This design comes from an exercise in tuning for small area on the open sky130 flow, not from production work.
RTL that was checked went through simulation tests only; none was proved equivalent to the original.
No activity file was given, so power comes from the tool's default toggle rates.

job 101:
Design top, start of the top module:
module top(
	input clk, 
	input rst, 
	input [7:0]sw, 
	input [3:0]btn, 
	output [3:0]an, 
	output reg [6:0]seg, 
	output dp, 
	output [7:0]led, 
	output beep 
	);
Size: roughly 0.022 mm2 of cells after synthesis.
export LEC_CHECK = 0
export CAP_MARGIN = 10
export CORE_MARGIN = 2
export CORE_UTILIZATION = 50
export GPL_TIMING_DRIVEN = 0
export PLACE_DENSITY = 0.75
export SLEW_MARGIN = 10
create_clock -name core_clock -period 12.0 [get_ports {clk}]
standard.sh (not shown) runs the stock make flow with config.mk's settings and CLKGATE_MAP_FILE= SYNTH_SCRIPT=/design/flow/synth_recipe.tcl, a recipe that flattens the netlist after the stock synthesis.
==> flow/flow/run.sh <==
#!/bin/bash
# Own flow: the standard synthesis, then its combinational logic re-mapped
# for area by ABC (flip-flop instances untouched), then the standard layout.
# Each tool writes its full output to a log file in this folder.
set -euo pipefail
R=$PWD/orfs/results/$FLOW_PLATFORM/top/base
LIB=$FLOW_HOME/platforms/$FLOW_PLATFORM/lib/sky130_fd_sc_hd__tt_025C_1v80.lib
YOSYS=$FLOW_HOME/../tools/install/yosys/bin/yosys
command -v "$YOSYS" >/dev/null 2>&1 || YOSYS=yosys

bash standard.sh synth > synth_std.log 2>&1
cp $R/1_2_yosys.v netlist_std.v

FFS=$(grep -o "sky130_fd_sc_hd__[a-z]*df[a-z0-9_]*" netlist_std.v | sort -u | tr '\n' ' ')
sed -e "s#@LIB@#$LIB#g" -e "s#@FFS@#$FFS#g" -e "s#@ABC@#$PWD/flow/area.abc#g" \
    -e "s#@IN@#$PWD/netlist_std.v#g" -e "s#@OUT@#$PWD/netlist_resyn.v#g" flow/resyn.ys > resyn.ys
"$YOSYS" -l resyn.log -s resyn.ys > /dev/null 2>&1

cp netlist_resyn.v $R/1_2_yosys.v
rm -f $R/1_synth.odb $R/1_synth.sdc
bash standard.sh synth > synth_odb.log 2>&1
# clock tree: large buffers on clusters of flip-flops, no dummy loads
export CTS_ARGS="-sink_clustering_enable -repair_clock_nets -sink_clustering_size 20 -sink_clustering_max_diameter 60 -buf_list sky130_fd_sc_hd__clkbuf_8 -dont_use_dummy_load"
# small port buffers
export BUFFER_PORTS_ARGS="-buffer_cell sky130_fd_sc_hd__buf_1"
bash standard.sh > layout.log 2>&1
==> flow/flow/area.abc <==
strash
balance -l
resub -K 6 -l
rewrite -l
resub -K 6 -N 2 -l
refactor -l
resub -K 8 -l
balance -l
resub -K 8 -N 2 -l
rewrite -l
resub -K 10 -l
rewrite -z -l
resub -K 10 -N 2 -l
balance -l
resub -K 12 -l
refactor -z -l
resub -K 12 -N 2 -l
rewrite -z -l
balance -l
&get -n
&deepsyn -T 60
&put
dch -f
amap -m
==> flow/flow/resyn.ys <==
# re-map the combinational logic of the standard synthesis netlist
read_liberty -ignore_miss_func @LIB@
read_verilog @IN@
hierarchy -top top
setattr -mod -set keep_hierarchy 1 @FFS@
flatten top
select -module top
opt_clean
abc -liberty @LIB@ -script @ABC@ -dont_use sky130_fd_sc_hd__probe_p_8 -dont_use sky130_fd_sc_hd__probec_p_8 -dont_use *lpflow*
opt_clean -purge
hilomap -singleton -hicell sky130_fd_sc_hd__conb_1 HI -locell sky130_fd_sc_hd__conb_1 LO
splitnets
opt_clean -purge
select -clear
tee -o resyn_stat.txt stat -liberty @LIB@ top
select top
write_verilog -noattr -nohex -nodec -selected @OUT@
Job 101 went all the way through the flow, and no timing, DRC or antenna check failed.
## Diff of input files: job 102 against job 101
--- a/flow/flow/run.sh
+++ b/flow/flow/run.sh
@@ -21,5 +21,5 @@
 bash standard.sh synth > synth_odb.log 2>&1
 # clock tree: large buffers on clusters of flip-flops, no dummy loads
-export CTS_ARGS="-sink_clustering_enable -repair_clock_nets -sink_clustering_size 20 -sink_clustering_max_diameter 60 -buf_list sky130_fd_sc_hd__clkbuf_8 -dont_use_dummy_load"
+export CTS_ARGS="-sink_clustering_enable -repair_clock_nets -sink_clustering_size 35 -sink_clustering_max_diameter 70 -buf_list sky130_fd_sc_hd__clkbuf_16 -dont_use_dummy_load"
 # small port buffers
 export BUFFER_PORTS_ARGS="-buffer_cell sky130_fd_sc_hd__buf_1"
--- a/flow/config.mk
+++ b/flow/config.mk
@@ -6,8 +6,8 @@
 export NUM_CORES = 4
 export LEC_CHECK = 0
-export CAP_MARGIN = 10
+export CAP_MARGIN = 0
 export CORE_MARGIN = 2
 export CORE_UTILIZATION = 50
 export GPL_TIMING_DRIVEN = 0
 export PLACE_DENSITY = 0.75
-export SLEW_MARGIN = 10
+export SLEW_MARGIN = 0
### Flow results
Changes observed in job 102 relative to job 101: setup slack saw a decrease, inverter count saw a decrease, die area saw an increase.
Job 102 vs job 101, via count went up by 182.
Compared with job 101, total of fill cells in the finished design in job 102 decreased slightly.
In the tables for job 101 and job 102, minimum clock period after layout reads lower with job 101.
A slowest library cell on the worst path of a2111oi_0 is what job 102 shows, while nor2_1 belongs to job 101.
Job 102 vs. job 101: combinational gate power went up by about 110%.
Setup changes, job 102 to job 103
--- a/flow/flow/run.sh
+++ b/flow/flow/run.sh
@@ -21,5 +21,5 @@
 bash standard.sh synth > synth_odb.log 2>&1
 # clock tree: large buffers on clusters of flip-flops, no dummy loads
-export CTS_ARGS="-sink_clustering_enable -repair_clock_nets -sink_clustering_size 35 -sink_clustering_max_diameter 70 -buf_list sky130_fd_sc_hd__clkbuf_16 -dont_use_dummy_load"
+export CTS_ARGS="-sink_clustering_enable -repair_clock_nets -sink_clustering_size 18 -sink_clustering_max_diameter 55 -buf_list sky130_fd_sc_hd__clkbuf_8 -dont_use_dummy_load"
 # small port buffers
 export BUFFER_PORTS_ARGS="-buffer_cell sky130_fd_sc_hd__buf_1"
--- a/flow/config.mk
+++ b/flow/config.mk
@@ -6,8 +6,8 @@
 export NUM_CORES = 4
 export LEC_CHECK = 0
-export CAP_MARGIN = 0
+export CAP_MARGIN = 10
 export CORE_MARGIN = 2
 export CORE_UTILIZATION = 50
 export GPL_TIMING_DRIVEN = 0
 export PLACE_DENSITY = 0.75
-export SLEW_MARGIN = 0
+export SLEW_MARGIN = 10
Notes after the runs:
Going from job 102 to job 103, met3 demand-to-capacity share in global routing increased 0.72 points, combined global-route utilization of all metal layers decreased 0.52 points, layout buffering overhead excluding clock cells essentially unchanged.
On area after synthesis: between job 103 and job 102, it ends up higher for job 102.
Diff job 102 -> job 103 | multi-input logic cell count | down slightly
Job 103 ended up with a lower placed wire-length estimate after detailed placement than job 102 did.
Any difference in area after detailed placement between job 103 and job 102 is small enough to ignore.
Function was not checked in any run of this note: the RTL went through the layout flow alone.


## P
Another version of the RTL of top (not shown whole).
Size: about 35 I/O pins, ~22,000 um^2 of cells after synthesis.
==> flow/design.v (excerpt) <==
module top(
	input clk, 
	input rst, 
	input [7:0]sw, 
	input [3:0]btn, 
	output [3:0]an, 
	output reg [6:0]seg, 
	output dp, 
	output [7:0]led, 
	output beep 
	);
clock: 12.0 ns
lec_check: 0
cap_margin: 0
core_margin: 2
core_utilization: 50
slew_margin: 0
==> flow/flow/run.sh <==
#!/bin/bash
# Own flow: the standard synthesis, then its combinational logic re-mapped
# for area by ABC (flip-flop instances untouched), then the standard layout.
# Each tool writes its full output to a log file in this folder.
set -euo pipefail
R=$PWD/orfs/results/$FLOW_PLATFORM/top/base
LIB=$FLOW_HOME/platforms/$FLOW_PLATFORM/lib/sky130_fd_sc_hd__tt_025C_1v80.lib
YOSYS=$FLOW_HOME/../tools/install/yosys/bin/yosys
command -v "$YOSYS" >/dev/null 2>&1 || YOSYS=yosys

bash standard.sh synth > synth_std.log 2>&1
cp $R/1_2_yosys.v netlist_std.v

FFS=$(grep -o "sky130_fd_sc_hd__[a-z]*df[a-z0-9_]*" netlist_std.v | sort -u | tr '\n' ' ')
sed -e "s#@LIB@#$LIB#g" -e "s#@FFS@#$FFS#g" -e "s#@ABC@#$PWD/flow/area.abc#g" \
    -e "s#@IN@#$PWD/netlist_std.v#g" -e "s#@OUT@#$PWD/netlist_resyn.v#g" flow/resyn.ys > resyn.ys
"$YOSYS" -l resyn.log -s resyn.ys > /dev/null 2>&1

cp netlist_resyn.v $R/1_2_yosys.v
rm -f $R/1_synth.odb $R/1_synth.sdc
bash standard.sh synth > synth_odb.log 2>&1
# clock tree: large buffers on clusters of flip-flops, no dummy loads
export CTS_ARGS="-sink_clustering_enable -repair_clock_nets -sink_clustering_size 30 -sink_clustering_max_diameter 60 -buf_list sky130_fd_sc_hd__clkbuf_16 -dont_use_dummy_load"
bash standard.sh > layout.log 2>&1
==> flow/flow/area.abc <==
strash
balance -l
resub -K 6 -l
rewrite -l
resub -K 6 -N 2 -l
refactor -l
resub -K 8 -l
balance -l
resub -K 8 -N 2 -l
rewrite -l
resub -K 10 -l
rewrite -z -l
resub -K 10 -N 2 -l
balance -l
resub -K 12 -l
refactor -z -l
resub -K 12 -N 2 -l
rewrite -z -l
balance -l
&get -n
&deepsyn -T 60
&put
dch -f
amap
Scripts as last shown in full above: flow/flow/resyn.ys
Input changes introduced in Q (baseline for comparison: P):
--- a/flow/flow/run.sh
+++ b/flow/flow/run.sh
@@ -21,4 +21,4 @@
 bash standard.sh synth > synth_odb.log 2>&1
 # clock tree: large buffers on clusters of flip-flops, no dummy loads
-export CTS_ARGS="-sink_clustering_enable -repair_clock_nets -sink_clustering_size 30 -sink_clustering_max_diameter 60 -buf_list sky130_fd_sc_hd__clkbuf_16 -dont_use_dummy_load"
+export CTS_ARGS="-sink_clustering_enable -repair_clock_nets -sink_clustering_size 16 -sink_clustering_max_diameter 50 -buf_list {sky130_fd_sc_hd__clkbuf_8 sky130_fd_sc_hd__clkbuf_16} -dont_use_dummy_load"
 bash standard.sh > layout.log 2>&1
## What came out
Looking at P and Q, the cell count is a wash. Compared with P, Q shows a higher cell area. Changes observed in Q relative to P: sequential share of layout area dropped 0.33 points; maximum clock rate climbed 1.3%. Portion of total power attributed to the clock network: P and Q compared, lower one is P. Re fraction of layout cells with a size suffix above 1: P and Q aren't equal, and the lower value belongs to P. Final setup slack of the worst path: P and Q compared, higher one is Q.
No functional check of the RTL was part of any run of this note.


## v14
Another version of the RTL of top (not shown whole).
Size in the first run: about 35 I/O pins, roughly 23,000 um^2 of cells after synthesis.
Settings: LEC_CHECK=0, CAP_MARGIN=20, CORE_MARGIN=2, CORE_UTILIZATION=60, CTS_BUF_LIST=sky130_fd_sc_hd__clkbuf_4, SLEW_MARGIN=20; clock period 12.0 ns.
==> flow/flow/run.sh <==
#!/bin/bash
# Own flow: the standard synthesis, then its combinational logic re-mapped
# for area by ABC (flip-flop instances untouched), then the standard layout.
# Each tool writes its full output to a log file in this folder.
set -euo pipefail
R=$PWD/orfs/results/$FLOW_PLATFORM/top/base
LIB=$FLOW_HOME/platforms/$FLOW_PLATFORM/lib/sky130_fd_sc_hd__tt_025C_1v80.lib
YOSYS=$FLOW_HOME/../tools/install/yosys/bin/yosys
command -v "$YOSYS" >/dev/null 2>&1 || YOSYS=yosys

bash standard.sh synth > synth_std.log 2>&1
cp $R/1_2_yosys.v netlist_std.v

FFS=$(grep -o "sky130_fd_sc_hd__[a-z]*df[a-z0-9_]*" netlist_std.v | sort -u | tr '\n' ' ')
sed -e "s#@LIB@#$LIB#g" -e "s#@FFS@#$FFS#g" -e "s#@ABC@#$PWD/flow/area.abc#g" \
    -e "s#@IN@#$PWD/netlist_std.v#g" -e "s#@OUT@#$PWD/netlist_resyn.v#g" flow/resyn.ys > resyn.ys
"$YOSYS" -l resyn.log -s resyn.ys > /dev/null 2>&1

cp netlist_resyn.v $R/1_2_yosys.v
rm -f $R/1_synth.odb $R/1_synth.sdc
bash standard.sh synth > synth_odb.log 2>&1
bash standard.sh > layout.log 2>&1
Scripts as last shown in full above: flow/flow/area.abc, flow/flow/resyn.ys
Modified inputs, v50 compared to v14
- swapping 60 for 40 in CORE_UTILIZATION
- clearing CTS_BUF_LIST, which used to be sky130_fd_sc_hd__clkbuf_4
Results
- In the reports for v14 and v50, the smaller final period demand of the worst path belongs to v14.
- In the flow results for v14 and v50, the worst setup margin is larger on v14.
- Per the final summary, v50 finished and its layout is clean on timing, DRC and antenna.
- Overall via count from detail_route for v50: about 4% down relative to v14
For v26, these inputs were changed with respect to v50:
==> flow/flow/run.sh <==
#!/bin/bash
# standard layout, output kept in standard.log
bash standard.sh > standard.log 2>&1
removed: flow/flow/area.abc
removed: flow/flow/resyn.ys
==> results.txt <==
Post-synthesis to final-layout area growth was higher in v50 than in v26. Looking at global-route wire length before repair, v26 sits 6.8% above v50. Summary of v26 over v50: synthesized net count up 21%, number of cell instances on the worst register-to-register path has decreased. v50 → v26: overall power of the completed layout now larger, count of inverters other than clock inverters in the layout now smaller. Compare v26 and v50 | area of all placed cells without fillers lower: v50. Between v26 and v50, it is v26 whose die area is higher, by 12,000 um^2. Diff v50 -> v26 | proportion of layout cells with a drive suffix above 1 | increase of 1.9 points.
Changes in v1 relative to v26:
- CTS_CLUSTER_SIZE: unset -> 20
- CTS_CLUSTER_DIAMETER: unset -> 40
- CTS_BUF_LIST: unset -> sky130_fd_sc_hd__clkbuf_8
- CORE_UTILIZATION: 40 -> 50
==> flow/flow/run.sh <==
#!/bin/bash
# Own flow: the standard synthesis, then its combinational logic re-mapped
# for area by ABC (flip-flop instances untouched), then the standard layout.
# Each tool writes its full output to a log file in this folder.
set -euo pipefail
R=$PWD/orfs/results/$FLOW_PLATFORM/top/base
LIB=$FLOW_HOME/platforms/$FLOW_PLATFORM/lib/sky130_fd_sc_hd__tt_025C_1v80.lib
YOSYS=$FLOW_HOME/../tools/install/yosys/bin/yosys
command -v "$YOSYS" >/dev/null 2>&1 || YOSYS=yosys

bash standard.sh synth > synth_std.log 2>&1
cp $R/1_2_yosys.v netlist_std.v

FFS=$(grep -o "sky130_fd_sc_hd__[a-z]*df[a-z0-9_]*" netlist_std.v | sort -u | tr '\n' ' ')
sed -e "s#@LIB@#$LIB#g" -e "s#@FFS@#$FFS#g" -e "s#@ABC@#$PWD/flow/area.abc#g" \
    -e "s#@IN@#$PWD/netlist_std.v#g" -e "s#@OUT@#$PWD/netlist_resyn.v#g" flow/resyn.ys > resyn.ys
"$YOSYS" -l resyn.log -s resyn.ys > /dev/null 2>&1

cp netlist_resyn.v $R/1_2_yosys.v
rm -f $R/1_synth.odb $R/1_synth.sdc
bash standard.sh synth > synth_odb.log 2>&1
bash standard.sh > layout.log 2>&1
==> flow/flow/area.abc (new file) <==
strash
balance -l
resub -K 6 -l
rewrite -l
resub -K 6 -N 2 -l
refactor -l
resub -K 8 -l
balance -l
resub -K 8 -N 2 -l
rewrite -l
resub -K 10 -l
rewrite -z -l
resub -K 10 -N 2 -l
balance -l
resub -K 12 -l
refactor -z -l
resub -K 12 -N 2 -l
rewrite -z -l
balance -l
&get -n
&deepsyn -T 60
&put
dch -f
amap
==> flow/flow/resyn.ys (new file) <==
# re-map the combinational logic of the standard synthesis netlist
read_liberty -ignore_miss_func @LIB@
read_verilog @IN@
hierarchy -top top
setattr -mod -set keep_hierarchy 1 @FFS@
flatten top
select -module top
opt_clean
abc -liberty @LIB@ -script @ABC@ -dont_use sky130_fd_sc_hd__probe_p_8 -dont_use sky130_fd_sc_hd__probec_p_8 -dont_use *lpflow*
opt_clean -purge
hilomap -singleton -hicell sky130_fd_sc_hd__conb_1 HI -locell sky130_fd_sc_hd__conb_1 LO
splitnets
opt_clean -purge
select -clear
tee -o resyn_stat.txt stat -liberty @LIB@ top
select top
write_verilog -noattr -nohex -nodec -selected @OUT@
Notes after the runs:
When v1 is measured against v26, its effective utilization at floorplan turns out 10 points higher. v26 → v1: total stage count of the critical path went up by about 4.3%, design area went down by 14%. Global-route usage for v1 is higher than for v26.
Function was not checked in any run of this note: the RTL went through the layout flow alone.


Setup of nickel:
Another version of the RTL of top (not shown whole).
Size in the first run: about 2500 cells after synthesis, roughly 35 I/O pins, ~22000 sq um of cells after synthesis.
export LEC_CHECK = 0
export CAP_MARGIN = 0
export CORE_MARGIN = 2
export CORE_UTILIZATION = 50
export SLEW_MARGIN = 0
create_clock -name core_clock -period 12.0 [get_ports {clk}]
==> flow/flow/run.sh <==
#!/bin/bash
# Own flow: the standard synthesis, then its combinational logic re-mapped
# for area by ABC (flip-flop instances untouched), then the standard layout.
# Each tool writes its full output to a log file in this folder.
set -euo pipefail
R=$PWD/orfs/results/$FLOW_PLATFORM/top/base
LIB=$FLOW_HOME/platforms/$FLOW_PLATFORM/lib/sky130_fd_sc_hd__tt_025C_1v80.lib
YOSYS=$FLOW_HOME/../tools/install/yosys/bin/yosys
command -v "$YOSYS" >/dev/null 2>&1 || YOSYS=yosys

bash standard.sh synth > synth_std.log 2>&1
cp $R/1_2_yosys.v netlist_std.v

FFS=$(grep -o "sky130_fd_sc_hd__[a-z]*df[a-z0-9_]*" netlist_std.v | sort -u | tr '\n' ' ')
sed -e "s#@LIB@#$LIB#g" -e "s#@FFS@#$FFS#g" -e "s#@ABC@#$PWD/flow/area.abc#g" \
    -e "s#@IN@#$PWD/netlist_std.v#g" -e "s#@OUT@#$PWD/netlist_resyn.v#g" flow/resyn.ys > resyn.ys
"$YOSYS" -l resyn.log -s resyn.ys > /dev/null 2>&1

cp netlist_resyn.v $R/1_2_yosys.v
rm -f $R/1_synth.odb $R/1_synth.sdc
bash standard.sh synth > synth_odb.log 2>&1
# clock tree: large buffers on clusters of flip-flops, no dummy loads
export CTS_ARGS="-sink_clustering_enable -repair_clock_nets -sink_clustering_size 30 -sink_clustering_max_diameter 60 -buf_list sky130_fd_sc_hd__clkbuf_16 -dont_use_dummy_load"
bash standard.sh > layout.log 2>&1
==> flow/flow/area.abc <==
strash
balance -l
resub -K 6 -l
rewrite -l
resub -K 6 -N 2 -l
refactor -l
resub -K 8 -l
balance -l
resub -K 8 -N 2 -l
rewrite -l
resub -K 10 -l
rewrite -z -l
resub -K 10 -N 2 -l
balance -l
resub -K 12 -l
refactor -z -l
resub -K 12 -N 2 -l
rewrite -z -l
balance -l
&get -n
&deepsyn -T 60
&put
dch -f
amap
==> flow/flow/resyn.ys <==
# re-map the combinational logic of the standard synthesis netlist
read_liberty -ignore_miss_func @LIB@
read_verilog @IN@
hierarchy -top top
setattr -mod -set keep_hierarchy 1 @FFS@
flatten top
select -module top
opt_clean
abc -liberty @LIB@ -script @ABC@ -dont_use sky130_fd_sc_hd__probe_p_8 -dont_use sky130_fd_sc_hd__probec_p_8 -dont_use *lpflow*
opt_clean -purge
hilomap -singleton -hicell sky130_fd_sc_hd__conb_1 HI -locell sky130_fd_sc_hd__conb_1 LO
splitnets
opt_clean -purge
select -clear
tee -o resyn_stat.txt stat -liberty @LIB@ top
select top
write_verilog -noattr -nohex -nodec -selected @OUT@
nickel finished every step from synthesis to the final layout, and the layout passed the timing, DRC and antenna checks.
#### Input delta (onyx over nickel)
- putting PLACE_DENSITY at 0.75 where nothing was set
- putting GPL_TIMING_DRIVEN at 0 where nothing was set
--- a/flow/flow/run.sh
+++ b/flow/flow/run.sh
@@ -23,0 +24,2 @@
+# small port buffers
+export BUFFER_PORTS_ARGS="-buffer_cell sky130_fd_sc_hd__buf_1"
==> results.txt <==
- Status | nickel and onyx | clean
- The lower proportion of cell area spent on the clock network of nickel and onyx is in onyx.
- [compare] base=nickel new=onyx: sequential share of power went up 1.6 points, largest fanout on the critical path went up 3.
- Slack of the critical path delta (onyx − nickel): unfavourable
- nickel -> onyx: number of buffers inserted for hold repair after clock tree synthesis delta 0, exact match
- Global-route total usage across every layer: onyx vs nickel down 0.64 points

## re-timing with driven ports
Ports are ideal in the flow. The routed layouts listed here were re-timed in OpenROAD. Step 1 sets driving cells, clkbuf_16 on the clock port and buf_2 on the other inputs (assumed; they add their load-dependent delay and slew). Step 2 times the ports against the registers' clock, not the clock port: input delays grow and output delays shrink by t, the midpoint of the rising clock arrivals with the driver on. Three values: no drivers, after step 1, after step 2; two values: the first two.
run	t (ns)	slack for setup (ns)	worst setup path after step 2	cell pins on the clock port's net
job 101	0.655	0.624 / 0.575 / 1.230	register to output	1
job 102	0.645	0.412 / 0.352 / 0.997	register to output	1
job 103	0.647	0.675 / 0.627 / 1.274	register to output	1
P	0.613	0.811 / 0.753 / 1.366	register to output	1
Q	0.606	0.958 / 0.901 / 1.507	register to output	1
v14	0.849	1.849 / 1.802 / 2.651	register to output	1
v50	0.650	1.584 / 1.527 / 2.177	register to output	1
v26	0.675	2.308 / 2.250 / 2.925	register to output	1
v1	0.717	2.215 / 2.158 / 2.875	register to output	1
nickel	0.605	1.573 / 1.515 / 2.120	register to output	1
onyx	0.609	0.915 / 0.855 / 1.465	register to output	1
After both steps setup and hold are still met in every run listed.
